Source: an optimization exercise on an open RTL-to-GDS flow (aim: small area and a short achievable clock period). Production flows keep margins and buffers that such runs may drop. RTL that was checked went through simulation tests only; none was proved equivalent to the original. Power is estimated from default activity; no workload was simulated.

## run D
// calculator
module calculator(
    input logic CLK100MHZ,
    input logic RST,      
    input logic [15:0] SW,
    input logic BTNU,  
    input logic BTND,  
    input logic BTNL,  
    input logic BTNR,  
    input logic BTNC,  
    output logic [7:0] AN,       
    output logic [7:0] out       
    );
For scale: ~2,400 cells after synthesis, ~81 flip-flops, about 39 I/O pins, ~21,000 um^2 of cells after synthesis.
export LEC_CHECK = 0
export CAP_MARGIN = 20
export CORE_MARGIN = 2
export CORE_UTILIZATION = 65
export CTS_BUF_LIST = sky130_fd_sc_hd__clkbuf_8
export PLACE_DENSITY = 0.75
export SLEW_MARGIN = 20
export SYNTH_HIERARCHICAL = 1
export SYNTH_MINIMUM_KEEP_SIZE = 0
create_clock -name core_clock -period 160.0 [get_ports {CLK100MHZ}]
standard.sh (not shown) runs the stock make flow with config.mk's settings and CLKGATE_MAP_FILE= SYNTH_SCRIPT=/design/flow/synth_recipe.tcl, a recipe that flattens the netlist after the stock synthesis.
==> flow/flow/run.sh <==
#!/bin/bash
set -euo pipefail
W=$(pwd)
export BUFFER_PORTS_ARGS="-buffer_cell sky130_fd_sc_hd__buf_2"
export CTS_ARGS="-sink_clustering_enable -repair_clock_nets -buf_list sky130_fd_sc_hd__clkbuf_8 -dont_use_dummy_load"
bash "$W/standard.sh" > "$W/standard_flow.log" 2>&1
Input changes introduced in run E (baseline for comparison: run D):
==> flow/flow/run.sh <==
#!/bin/bash
# Layout flow: the standard flow (standard.sh, standard synthesis
# included), with one change made through ORFS's own setting for it: the
# buffers placed on the input and output ports are sky130_fd_sc_hd__buf_2
# cells. The tools' output goes to standard_flow.log in the folder the flow
# runs in (ORFS also keeps each step's log under orfs/logs).
set -euo pipefail
W=$(pwd)
export BUFFER_PORTS_ARGS="-buffer_cell sky130_fd_sc_hd__buf_2"
bash "$W/standard.sh" > "$W/standard_flow.log" 2>&1
--- outcome ---
Going from run D to run E, combinational share of power fell by 0.7 points; worst setup slack now smaller.
Run E: data arrival at the endpoint of the critical path higher than run D
Diff run D..run E | sequential share of layout area | negligible
Re number of stages on the worst hold path: no difference whatsoever between run D and run E.
Status: die area parity (run D, run E)
[compare] base=run D new=run E: overall power after layout increased 1.1%, routed length on met1 moved down.


calculator, a different RTL version from the one above (not shown whole).
For scale: about 2600 cells after synthesis, ~81 flip-flops, roughly 22000 µm² of cells after synthesis.
make LEC_CHECK=0 CAP_MARGIN=20 CORE_MARGIN=2 CORE_UTILIZATION=40 SLEW_MARGIN=20 SYNTH_HIERARCHICAL=1 SYNTH_MINIMUM_KEEP_SIZE=0 finish   # period 160.0 ns
run.sh (not shown) runs the stock make flow with config.mk's settings and CLKGATE_MAP_FILE= SYNTH_SCRIPT=/design/flow/synth_recipe.tcl, a recipe that flattens the netlist after the stock synthesis.
Stock flow here: none of the scripts above is used.
Next try:
- CTS_BUF_LIST: unset -> sky130_fd_sc_hd__clkbuf_4 sky130_fd_sc_hd__clkbuf_8
=>
- routed wire length stays flat
- register-to-register slack hardly moves
- sequential cell count does not change
- total power goes down slightly
- core utilization drops by 0.17 points
- setup slack is about the same
- clock skew barely changes
- area after synthesis is unchanged
- sequential share of layout area barely changes
Next try:
- CTS_BUF_LIST: sky130_fd_sc_hd__clkbuf_4 sky130_fd_sc_hd__clkbuf_8 -> sky130_fd_sc_hd__clkbuf_8
After rerunning:
- worst setup slack does not change
- sequential share of layout area is unchanged
- sequential power stays flat
- utilization is unchanged
- cell count does not change
No functional check of the RTL was part of any run of this note.


## tundra
calculator, a different RTL version from the one above (not shown whole).
For scale: ~2400 cells after synthesis, ~39 I/O pins, ~21000 um2 of cells after synthesis.
clock: 160.0 ns
lec_check: 0
cap_margin: 20
core_margin: 2
core_utilization: 65
cts_buf_list: sky130_fd_sc_hd__clkbuf_8
place_density: 0.75
slew_margin: 20
synth_hierarchical: 1
synth_minimum_keep_size: 0
standard.sh (not shown) runs the stock make flow with config.mk's settings and CLKGATE_MAP_FILE= SYNTH_SCRIPT=/design/flow/synth_recipe.tcl, a recipe that flattens the netlist after the stock synthesis.
==> flow/flow/run.sh <==
#!/bin/bash
# Layout flow: the standard flow (standard.sh, standard synthesis
# included), with two changes made through ORFS's own hooks:
#  - the port buffers are sky130_fd_sc_hd__buf_2 cells;
#  - just before detailed placement, a timing repair that only resizes gates
#    (no buffers, no cloning) works on the paths with less than SETUP_TARGET
#    ns of setup slack; detailed placement then legalizes as usual.
# Each tool's output goes to a log file in the folder the flow runs in.
set -euo pipefail
W=$(pwd)
export BUFFER_PORTS_ARGS="-buffer_cell sky130_fd_sc_hd__buf_2"
export PRE_DETAIL_PLACE_TCL="$W/flow/pre_detail_place.tcl"
export SETUP_TARGET="${SETUP_TARGET:-89}"
bash "$W/standard.sh" > "$W/standard_flow.log" 2>&1
==> flow/flow/pre_detail_place.tcl <==
# Sourced by ORFS's detail_place.tcl after it loads 3_4_place_resized.odb:
# size up gates on the paths with less than SETUP_TARGET ns of setup slack.
source $::env(PLATFORM_DIR)/setRC.tcl
set_dont_use $::env(DONT_USE_CELLS)
estimate_parasitics -placement
puts "own flow: worst setup slack before sizing [worst_slack -max]"
repair_timing -setup -setup_margin $::env(SETUP_TARGET) -skip_buffering \
  -skip_gate_cloning -skip_buffer_removal
puts "own flow: worst setup slack after sizing [worst_slack -max]"
tundra | stages: all done | timing, DRC, antenna: all pass
Edits applied to the flow inputs when going from tundra to xenon:
==> flow/run.sh (new file) <==
#!/bin/bash
# synth_recipe.tcl (not shown) runs the flow's synth.tcl, then flattens the netlist and writes it again
# the make line also repeats each setting of config.mk as NAME=value (left out here)
make -C /OpenROAD-flow-scripts/flow DESIGN_CONFIG=/design/flow/config.mk WORK_HOME=/design/flow/orfs CLKGATE_MAP_FILE= SYNTH_SCRIPT=/design/flow/synth_recipe.tcl finish
removed: flow/flow/run.sh
removed: flow/flow/pre_detail_place.tcl
removed: flow/standard.sh
[summary]
- xenon: flow completed, timing, DRC and antenna clean
- On clock share of power, xenon tracks tundra almost exactly.
- Multi-input gate share of the layout cell area: xenon lower than tundra
- Summary of the comparison: global routing met2 resource utilization is lower in xenon, relative to tundra.
- Higher global-route usage was reported by tundra, not xenon.
- Summary of xenon over tundra: fmax dropped about 1.4%, cell area barely changed.
## Diff of input files: pepper against xenon
Settings: SLEW_MARGIN: 20 -> 0; GPL_TIMING_DRIVEN: unset -> 0; CAP_MARGIN: 20 -> 0.
Notes after the runs:
pepper went all the way through synthesis, placement and routing and the layout is clean on timing, DRC and antenna. xenon completed every stage of the flow, and the final layout passed the timing, DRC and antenna checks. Looking at critical path's largest stage delay, pepper sits 0.43 ns above xenon. Comparing pepper against xenon, there is no change at all in number of sequential cells in the layout. The minimum clock period in pepper sits 0.39 ns above the value recorded for xenon. From xenon to pepper the numbers moved as follows: final area now larger; final setup skew now sits at about the same level; power density over the cells went up 0.58 nW/um2. met4 as the uppermost metal layer occupied by signal nets was reported by xenon, and met5 by pepper. In pepper, the final antenna diode count came out 3 above the value in xenon. More vias were needed by xenon than by pepper.
Edits applied to the flow inputs when going from pepper to willow:
Settings: GPL_TIMING_DRIVEN: 0 -> unset.
==> comparison <==
Looking at cell area power density, willow sits 2.6% below pepper.
As far as number of H-tree levels goes, pepper and willow are indistinguishable; the numbers are identical.
Diff pepper -> willow: detailed-route DRC error count stayed essentially flat; wire length fell by 860 um; starting density of the core stayed essentially flat; post-DP HPWL fell by about 4.4%; non-clock buffer count fell by 22.
Changes observed in willow relative to pepper: combinational fraction of design power has decreased, total power has decreased.
willow vs pepper — overall via count from detail_route rose 57.
In willow, cell area reported after detailed placement is lower than in pepper.
Input changes introduced in lagoon (baseline for comparison: willow):
Settings: CAP_MARGIN now 20, was 0; SLEW_MARGIN now 20, was 0.
==> flow/flow/run.sh (new file) <==
#!/bin/bash
# Layout flow: the standard flow (standard.sh, standard synthesis
# included), with one change made through ORFS's own setting for it: the
# buffers placed on the input and output ports are sky130_fd_sc_hd__buf_2
# cells. The tools' output goes to standard_flow.log in the folder the flow
# runs in (ORFS also keeps each step's log under orfs/logs).
set -euo pipefail
W=$(pwd)
export BUFFER_PORTS_ARGS="-buffer_cell sky130_fd_sc_hd__buf_2"
bash "$W/standard.sh" > "$W/standard_flow.log" 2>&1
==> flow/standard.sh (new file) <==
#!/bin/bash
# synth_recipe.tcl (not shown) runs the flow's synth.tcl, then flattens the netlist and writes it again
# the make line also repeats each setting of config.mk as NAME=value (left out here)
make -C /OpenROAD-flow-scripts/flow DESIGN_CONFIG=/design/flow/config.mk WORK_HOME=/design/flow/orfs CLKGATE_MAP_FILE= SYNTH_SCRIPT=/design/flow/synth_recipe.tcl "${@:-finish}"
removed: flow/run.sh
==> summary.txt <==
In summary, lagoon completed successfully, with a layout that passed the timing, DRC and antenna checks.
Re switching power share of the total: willow was lower than lagoon.
The worst setup slack in lagoon was higher than what willow gave.
In lagoon, total routing usage reported by global routing is higher than in willow.
| via total after detailed routing | lower: lagoon |
From willow to lagoon the numbers moved as follows: final routed wire length divided by cell count climbed 0.44%; clock power saw an increase; sequential share of layout area ~0 delta; met2 track utilization from global routing saw an increase.

afterwards: timing with drivers on the ports:
No port has a modelled driver above. Below, the same layouts with a new extraction and two added sets of constraints.
Step 1 sets driving cells, clkbuf_16 on the clock port and buf_2 on the other inputs (assumed; they add their load-dependent delay and slew).
Step 2, shift: input delay + t, output delay - t, t = (earliest + latest rising clock arrival at the registers) / 2. This alone moves slack from input paths to output paths.
a / b / c = ideal / step 1 / step 2; a / b = the first two.
run	shift t [ns]	setup slack, ns	worst setup path at the end
run D	0.466	86.904 / 86.883 / 86.883	input to output
run E	0.471	86.854 / 86.833 / 86.833	input to output
the first run of note 2	0.389	84.962 / 84.941 / 84.941	input to output
the second run of note 2	0.402	84.960 / 84.939 / 84.939	input to output
the third run of note 2	0.402	84.960 / 84.939 / 84.939	input to output
tundra	0.453	86.264 / 86.233 / 86.233	input to output
xenon	0.427	85.181 / 85.160 / 85.160	input to output
pepper	0.454	84.794 / 84.772 / 84.772	input to output
willow	0.427	85.179 / 85.159 / 85.159	input to output
lagoon	0.444	85.842 / 85.822 / 85.822	input to output
After both steps every run listed still meets setup and hold. For tundra, which loses most, drivers alone change the setup slack by -0.031 ns; drivers and shift together by -0.031 ns.
